Background: an optimization exercise with open tools, aiming at small area, a short achievable clock period and few clock cycles per item. Do not read the settings as production practice. Where RTL was checked, it was by simulation tests only, not by an equivalence proof against the original. Power is estimated from default activity; no workload was simulated.

==> flow/design.v (excerpt) <==
module reorder_buffer #(
  parameter DATA_WIDTH = 32
)(
  input  logic                    clk,
  input  logic                    rst_n,
  input  logic            [3:0]   s_arid_i,
  input  logic                    s_arvalid_i,
  output logic                    s_arready_o,
  output logic [DATA_WIDTH-1:0]   s_rdata_o,
  output logic            [3:0]   s_rid_o,
  output logic                    s_rvalid_o,
  input  logic                    s_rready_i,
  output logic            [3:0]   m_arid_o,
  output logic                    m_arvalid_o,
  input  logic                    m_arready_i,
  input  logic [DATA_WIDTH-1:0]   m_rdata_i,
  input  logic            [3:0]   m_rid_i,
  input  logic                    m_rvalid_i,
  output logic                    m_rready_o
);
==> module memory, before the edit <==
module memory #(
  parameter DATA_WIDTH = 8
)(
  input  logic                  clk_i,
  input  logic                  resetn_i,
  input  logic [3:0]            waddr_i,
  input  logic                  wr_i,
  input  logic [DATA_WIDTH-1:0] data_i,
  input  logic [3:0]            caddr_i,    
  input  logic                  clr_i,
  input  logic [15:0]           rsel_i,     
  output logic [DATA_WIDTH-1:0] data_o,
  output logic                  valid_o
);
  logic [15:0]           valid;
  logic [15:0]           wsel;
  logic [DATA_WIDTH-1:0] mem [15:0];
  always_comb
    for( int k = 0; k < 16; k++ )
      wsel[k] = wr_i && ( waddr_i == k[3:0] );
  always @( posedge clk_i )
    for( int k = 0; k < 16; k++ )
      if( wsel[k] )
        mem[k] <= data_i;
  always @( posedge clk_i )
    if( !resetn_i )
      valid <= '0;
    else
      for( int k = 0; k < 16; k++ )
        if( wsel[k] )
          valid[k] <= 1'b1;
        else if( clr_i && caddr_i == k[3:0] )
          valid[k] <= 1'b0;
  always_comb
    begin
      data_o  = '0;
      valid_o = 1'b0;
      for( int k = 0; k < 16; k++ )
        begin
          data_o  = data_o  | ( mem[k] & {DATA_WIDTH{rsel_i[k] && valid[k]}} );
          valid_o = valid_o | ( valid[k] & rsel_i[k] );
        end
    end
endmodule
==> module reorder_buffer, before the edit <==
module reorder_buffer #(
  parameter DATA_WIDTH = 32
)(
  input  logic                    clk,
  input  logic                    rst_n,
  input  logic            [3:0]   s_arid_i,
  input  logic                    s_arvalid_i,
  output logic                    s_arready_o,
  output logic [DATA_WIDTH-1:0]   s_rdata_o,
  output logic            [3:0]   s_rid_o,
  output logic                    s_rvalid_o,
  input  logic                    s_rready_i,
  output logic            [3:0]   m_arid_o,
  output logic                    m_arvalid_o,
  input  logic                    m_arready_i,
  input  logic [DATA_WIDTH-1:0]   m_rdata_i,
  input  logic            [3:0]   m_rid_i,
  input  logic                    m_rvalid_i,
  output logic                    m_rready_o
);
  logic                  ar_hand_shake;
  logic [3:0]            head_id;
  logic                  head_valid;
  logic [15:0]           head_sel;
  logic [DATA_WIDTH-1:0] stored_data;
  logic                  stored;
  logic                  arrives;
  logic                  load;
  logic                  free;
  logic                  out_valid;
  logic [3:0]            out_id;
  logic [DATA_WIDTH-1:0] out_data;
  assign m_arid_o      = s_arid_i;
  assign m_arvalid_o   = s_arvalid_i;
  assign s_arready_o   = m_arready_i;
  assign ar_hand_shake = s_arvalid_i && m_arready_i;
  assign m_rready_o    = 1'b1;
  fifo FIFO(
    .clk_i    ( clk ),
    .resetn_i ( rst_n ),
    .push_i   ( ar_hand_shake ),
    .data_i   ( s_arid_i ),
    .pop_i    ( load ),
    .head_o   ( head_id ),
    .hsel_o   ( head_sel ),
    .hvalid_o ( head_valid )
  );
  memory #(
    .DATA_WIDTH ( DATA_WIDTH )
  ) MEM (
    .clk_i    ( clk ),
    .resetn_i ( rst_n ),
    .waddr_i  ( m_rid_i ),
    .wr_i     ( m_rvalid_i ),
    .data_i   ( m_rdata_i ),
    .caddr_i  ( s_arid_i ),
    .clr_i    ( ar_hand_shake ),
    .rsel_i   ( head_sel ),
    .data_o   ( stored_data ),
    .valid_o  ( stored )
  );
  assign arrives = m_rvalid_i && ( m_rid_i == head_id );
  assign load    = head_valid && free && ( stored || arrives );
  always @( posedge clk )
    if( !rst_n )
      out_valid <= 1'b0;
    else if( load )
      out_valid <= 1'b1;
    else if( s_rready_i )
      out_valid <= 1'b0;
  assign free = !out_valid || s_rready_i;
  always @( posedge clk )
    if( free )
      begin
        out_id   <= head_id;
        out_data <= stored_data | ( m_rdata_i & {DATA_WIDTH{!stored}} );
      end
  assign s_rvalid_o = out_valid;
  assign s_rid_o    = out_id;
  assign s_rdata_o  = out_data;
endmodule
clock: 4.7 ns
lec_check: 0
cap_margin: 20
core_margin: 2
core_utilization: 40
cts_cluster_diameter: 100
cts_cluster_size: 30
setup_slack_margin: 2.5
slew_margin: 20
run.sh (not shown) runs the stock make flow with config.mk's settings and CLKGATE_MAP_FILE= SYNTH_SCRIPT=/design/flow/synth_recipe.tcl, a recipe that flattens the netlist after the stock synthesis.
Testbench counts at the start, summed over its fixed seeds: cycles 15,082, items 8,192.
Next try:
--- a/flow/design.v
+++ b/flow/design.v
@@ -53,10 +53,10 @@
   input  logic                  resetn_i,
   input  logic [3:0]            waddr_i,
   input  logic                  wr_i,
+  input  logic                  set_i,      
   input  logic [DATA_WIDTH-1:0] data_i,
-  input  logic [3:0]            caddr_i,    
-  input  logic                  clr_i,
   input  logic [15:0]           rsel_i,     
+  input  logic                  clr_i,      
   output logic [DATA_WIDTH-1:0] data_o,
   output logic                  valid_o
 );
@@ -75,9 +75,9 @@
       valid <= '0;
     else
       for( int k = 0; k < 16; k++ )
-        if( wsel[k] )
+        if( wsel[k] && set_i )
           valid[k] <= 1'b1;
-        else if( clr_i && caddr_i == k[3:0] )
+        else if( rsel_i[k] && clr_i )
           valid[k] <= 1'b0;
   always_comb
     begin
@@ -119,7 +119,6 @@
   logic                  stored;
   logic                  arrives;
   logic                  load;
-  logic                  free;
   logic                  out_valid;
   logic [3:0]            out_id;
   logic [DATA_WIDTH-1:0] out_data;
@@ -145,15 +144,15 @@
     .resetn_i ( rst_n ),
     .waddr_i  ( m_rid_i ),
     .wr_i     ( m_rvalid_i ),
+    .set_i    ( !( load && !stored ) ),
     .data_i   ( m_rdata_i ),
-    .caddr_i  ( s_arid_i ),
-    .clr_i    ( ar_hand_shake ),
     .rsel_i   ( head_sel ),
+    .clr_i    ( load ),
     .data_o   ( stored_data ),
     .valid_o  ( stored )
   );
   assign arrives = m_rvalid_i && ( m_rid_i == head_id );
-  assign load    = head_valid && free && ( stored || arrives );
+  assign load    = head_valid && ( !out_valid || s_rready_i ) && ( stored || arrives );
   always @( posedge clk )
     if( !rst_n )
       out_valid <= 1'b0;
@@ -161,9 +160,8 @@
       out_valid <= 1'b1;
     else if( s_rready_i )
       out_valid <= 1'b0;
-  assign free = !out_valid || s_rready_i;
   always @( posedge clk )
-    if( free )
+    if( load )
       begin
         out_id   <= head_id;
         out_data <= stored_data | ( m_rdata_i & {DATA_WIDTH{!stored}} );
What happened: The new run completed without violations. Setup slack degrades by 78 ps. Clock skew grows by 9.3 ps. Clock-buffer cell count climbs by 1. Worst hold slack gains 70 ps. Power came out higher by a few percent. Fmax came out lower by a few percent. Non-clock buffer count is higher by 10. Area after synthesis grows slightly. Sequential share of layout area goes down by 0.60 points. Final area rises slightly. Clock power stays flat.
No functional check of the RTL was part of the second run of this note.

---

The RTL this note starts from:
==> flow/design.v <==
`timescale 1ns / 1ps
module fifo(
  input  logic        clk_i,
  input  logic        resetn_i,
  input  logic        push_i,
  input  logic [3:0]  data_i,
  input  logic        pop_i,
  output logic [3:0]  head_o,
  output logic [15:0] hsel_o,
  output logic        hvalid_o
);
  logic [3:0]  next [15:0];
  logic [3:0]  head, tail, head_next, head_new;
  logic [15:0] hsel;
  logic        hvalid;
  logic        more;
  assign head_o   = head;
  assign hsel_o   = hsel;
  assign hvalid_o = hvalid;
  assign more     = hvalid && ( head != tail );
  always @( posedge clk_i )
    for( int k = 0; k < 16; k++ )
      if( push_i && tail == k[3:0] )
        next[k] <= data_i;
  always @( posedge clk_i )
    if( push_i )
      tail <= data_i;
  always_comb
    begin
      head_next = '0;
      for( int k = 0; k < 16; k++ )
        head_next = head_next | ( next[k] & {4{hsel[k]}} );
    end
  assign head_new = ( pop_i && more ) ? head_next : data_i;
  always @( posedge clk_i )
    if( !resetn_i )
      hvalid <= 1'b0;
    else
      hvalid <= pop_i ? ( more || push_i ) : ( hvalid || push_i );
  always @( posedge clk_i )
    if( pop_i || !hvalid )
      begin
        head <= head_new;
        for( int k = 0; k < 16; k++ )
          hsel[k] <= ( head_new == k[3:0] );
      end
endmodule
`timescale 1ns / 1ps
module memory #(
  parameter DATA_WIDTH = 8
)(
  input  logic                  clk_i,
  input  logic                  resetn_i,
  input  logic [3:0]            waddr_i,
  input  logic                  wr_i,
  input  logic                  set_i,      
  input  logic [DATA_WIDTH-1:0] data_i,
  input  logic [15:0]           rsel_i,     
  input  logic                  clr_i,      
  output logic [DATA_WIDTH-1:0] data_o,
  output logic                  valid_o
);
  logic [15:0]           valid;
  logic [15:0]           wsel;
  logic [DATA_WIDTH-1:0] mem [15:0];
  always_comb
    for( int k = 0; k < 16; k++ )
      wsel[k] = wr_i && ( waddr_i == k[3:0] );
  always @( posedge clk_i )
    for( int k = 0; k < 16; k++ )
      if( wsel[k] )
        mem[k] <= data_i;
  always @( posedge clk_i )
    if( !resetn_i )
      valid <= '0;
    else
      for( int k = 0; k < 16; k++ )
        if( wsel[k] && set_i )
          valid[k] <= 1'b1;
        else if( rsel_i[k] && clr_i )
          valid[k] <= 1'b0;
  always_comb
    begin
      data_o  = '0;
      valid_o = 1'b0;
      for( int k = 0; k < 16; k++ )
        begin
          data_o  = data_o  | ( mem[k] & {DATA_WIDTH{rsel_i[k] && valid[k]}} );
          valid_o = valid_o | ( valid[k] & rsel_i[k] );
        end
    end
endmodule
`timescale 1ns / 1ps
module reorder_buffer #(
  parameter DATA_WIDTH = 32
)(
  input  logic                    clk,
  input  logic                    rst_n,
  input  logic            [3:0]   s_arid_i,
  input  logic                    s_arvalid_i,
  output logic                    s_arready_o,
  output logic [DATA_WIDTH-1:0]   s_rdata_o,
  output logic            [3:0]   s_rid_o,
  output logic                    s_rvalid_o,
  input  logic                    s_rready_i,
  output logic            [3:0]   m_arid_o,
  output logic                    m_arvalid_o,
  input  logic                    m_arready_i,
  input  logic [DATA_WIDTH-1:0]   m_rdata_i,
  input  logic            [3:0]   m_rid_i,
  input  logic                    m_rvalid_i,
  output logic                    m_rready_o
);
  logic                  ar_hand_shake;
  logic [3:0]            head_id;
  logic                  head_valid;
  logic [15:0]           head_sel;
  logic [DATA_WIDTH-1:0] stored_data;
  logic                  stored;
  logic                  arrives;
  logic                  load;
  logic                  out_valid;
  logic [3:0]            out_id;
  logic [DATA_WIDTH-1:0] out_data;
  assign m_arid_o      = s_arid_i;
  assign m_arvalid_o   = s_arvalid_i;
  assign s_arready_o   = m_arready_i;
  assign ar_hand_shake = s_arvalid_i && m_arready_i;
  assign m_rready_o    = 1'b1;
  fifo FIFO(
    .clk_i    ( clk ),
    .resetn_i ( rst_n ),
    .push_i   ( ar_hand_shake ),
    .data_i   ( s_arid_i ),
    .pop_i    ( load ),
    .head_o   ( head_id ),
    .hsel_o   ( head_sel ),
    .hvalid_o ( head_valid )
  );
  memory #(
    .DATA_WIDTH ( DATA_WIDTH )
  ) MEM (
    .clk_i    ( clk ),
    .resetn_i ( rst_n ),
    .waddr_i  ( m_rid_i ),
    .wr_i     ( m_rvalid_i ),
    .set_i    ( !( load && !stored ) ),
    .data_i   ( m_rdata_i ),
    .rsel_i   ( head_sel ),
    .clr_i    ( load ),
    .data_o   ( stored_data ),
    .valid_o  ( stored )
  );
  assign arrives = m_rvalid_i && ( m_rid_i == head_id );
  assign load    = head_valid && ( !out_valid || s_rready_i ) && ( stored || arrives );
  always @( posedge clk )
    if( !rst_n )
      out_valid <= 1'b0;
    else if( load )
      out_valid <= 1'b1;
    else if( s_rready_i )
      out_valid <= 1'b0;
  always @( posedge clk )
    if( load )
      begin
        out_id   <= head_id;
        out_data <= stored_data | ( m_rdata_i & {DATA_WIDTH{!stored}} );
      end
  assign s_rvalid_o = out_valid;
  assign s_rid_o    = out_id;
  assign s_rdata_o  = out_data;
endmodule
clock: 4.7 ns
lec_check: 0
cap_margin: 20
core_margin: 2
core_utilization: 40
cts_cluster_diameter: 100
cts_cluster_size: 30
setup_slack_margin: 2.5
slew_margin: 20
Testbench counts at the start, summed over its fixed seeds: cycles 15,082, items 8,192.
Next try:
--- a/flow/design.v
+++ b/flow/design.v
@@ -29,11 +29,11 @@
     begin
       head_next = '0;
       for( int k = 0; k < 16; k++ )
         head_next = head_next | ( next[k] & {4{hsel[k]}} );
     end
-  assign head_new = ( pop_i && more ) ? head_next : data_i;
+  assign head_new = more ? head_next : data_i;
   always @( posedge clk_i )
     if( !resetn_i )
       hvalid <= 1'b0;
     else
       hvalid <= pop_i ? ( more || push_i ) : ( hvalid || push_i );
@@ -83,11 +83,11 @@
     begin
       data_o  = '0;
       valid_o = 1'b0;
       for( int k = 0; k < 16; k++ )
         begin
-          data_o  = data_o  | ( mem[k] & {DATA_WIDTH{rsel_i[k] && valid[k]}} );
+          data_o  = data_o  | ( mem[k] & {DATA_WIDTH{rsel_i[k]}} );
           valid_o = valid_o | ( valid[k] & rsel_i[k] );
         end
     end
 endmodule
 `timescale 1ns / 1ps
@@ -162,11 +162,11 @@
       out_valid <= 1'b0;
   always @( posedge clk )
     if( load )
       begin
         out_id   <= head_id;
-        out_data <= stored_data | ( m_rdata_i & {DATA_WIDTH{!stored}} );
+        out_data <= stored ? stored_data : m_rdata_i;
       end
   assign s_rvalid_o = out_valid;
   assign s_rid_o    = out_id;
   assign s_rdata_o  = out_data;
 endmodule
What happened:
- hold slack gets better by 0.070 ns
- design area increases by 5.3%
- setup slack improves by 0.16 ns
- first-iteration DRC count drops by 2.3%
- total power came out higher by 13%
No functional check of the RTL was part of the second run of this note.

[afterwards: timing with drivers on the ports]
The flow's constraints put no driver on any port. The routed layouts listed below were extracted and timed again, unchanged, in two steps.
Step 1, drivers: a clkbuf_16 drives clk and a buf_2 each remaining input, both assumed.
Step 2 times the ports against the registers' clock, not the clock port: input delays grow and output delays shrink by t, the midpoint of the rising clock arrivals with the driver on.
Three values: no drivers, after step 1, after step 2; two values: the first two.
| run | t, ns | setup slack, ns | worst setup path after step 2 | worst slew at a driven data input, ns |
|---|---|---|---|---|
| the first run of note 1 | 0.657 | 2.464 / 2.462 / 1.896 | input to register | 0.11 |
| the second run of note 1 | 0.659 | 2.386 / 2.386 / 1.827 | input to register | 0.11 |
| the first run of note 2 | 0.659 | 2.122 / 2.122 / 1.765 | input to register | 0.10 |
| the second run of note 2 | 0.655 | 2.279 / 2.279 / 1.717 | input to register | 0.08 |
After both steps setup and hold are still met in every run listed. For the first run of note 1, which loses most, drivers alone change the setup slack by -0.002 ns; drivers and shift together by -0.568 ns.
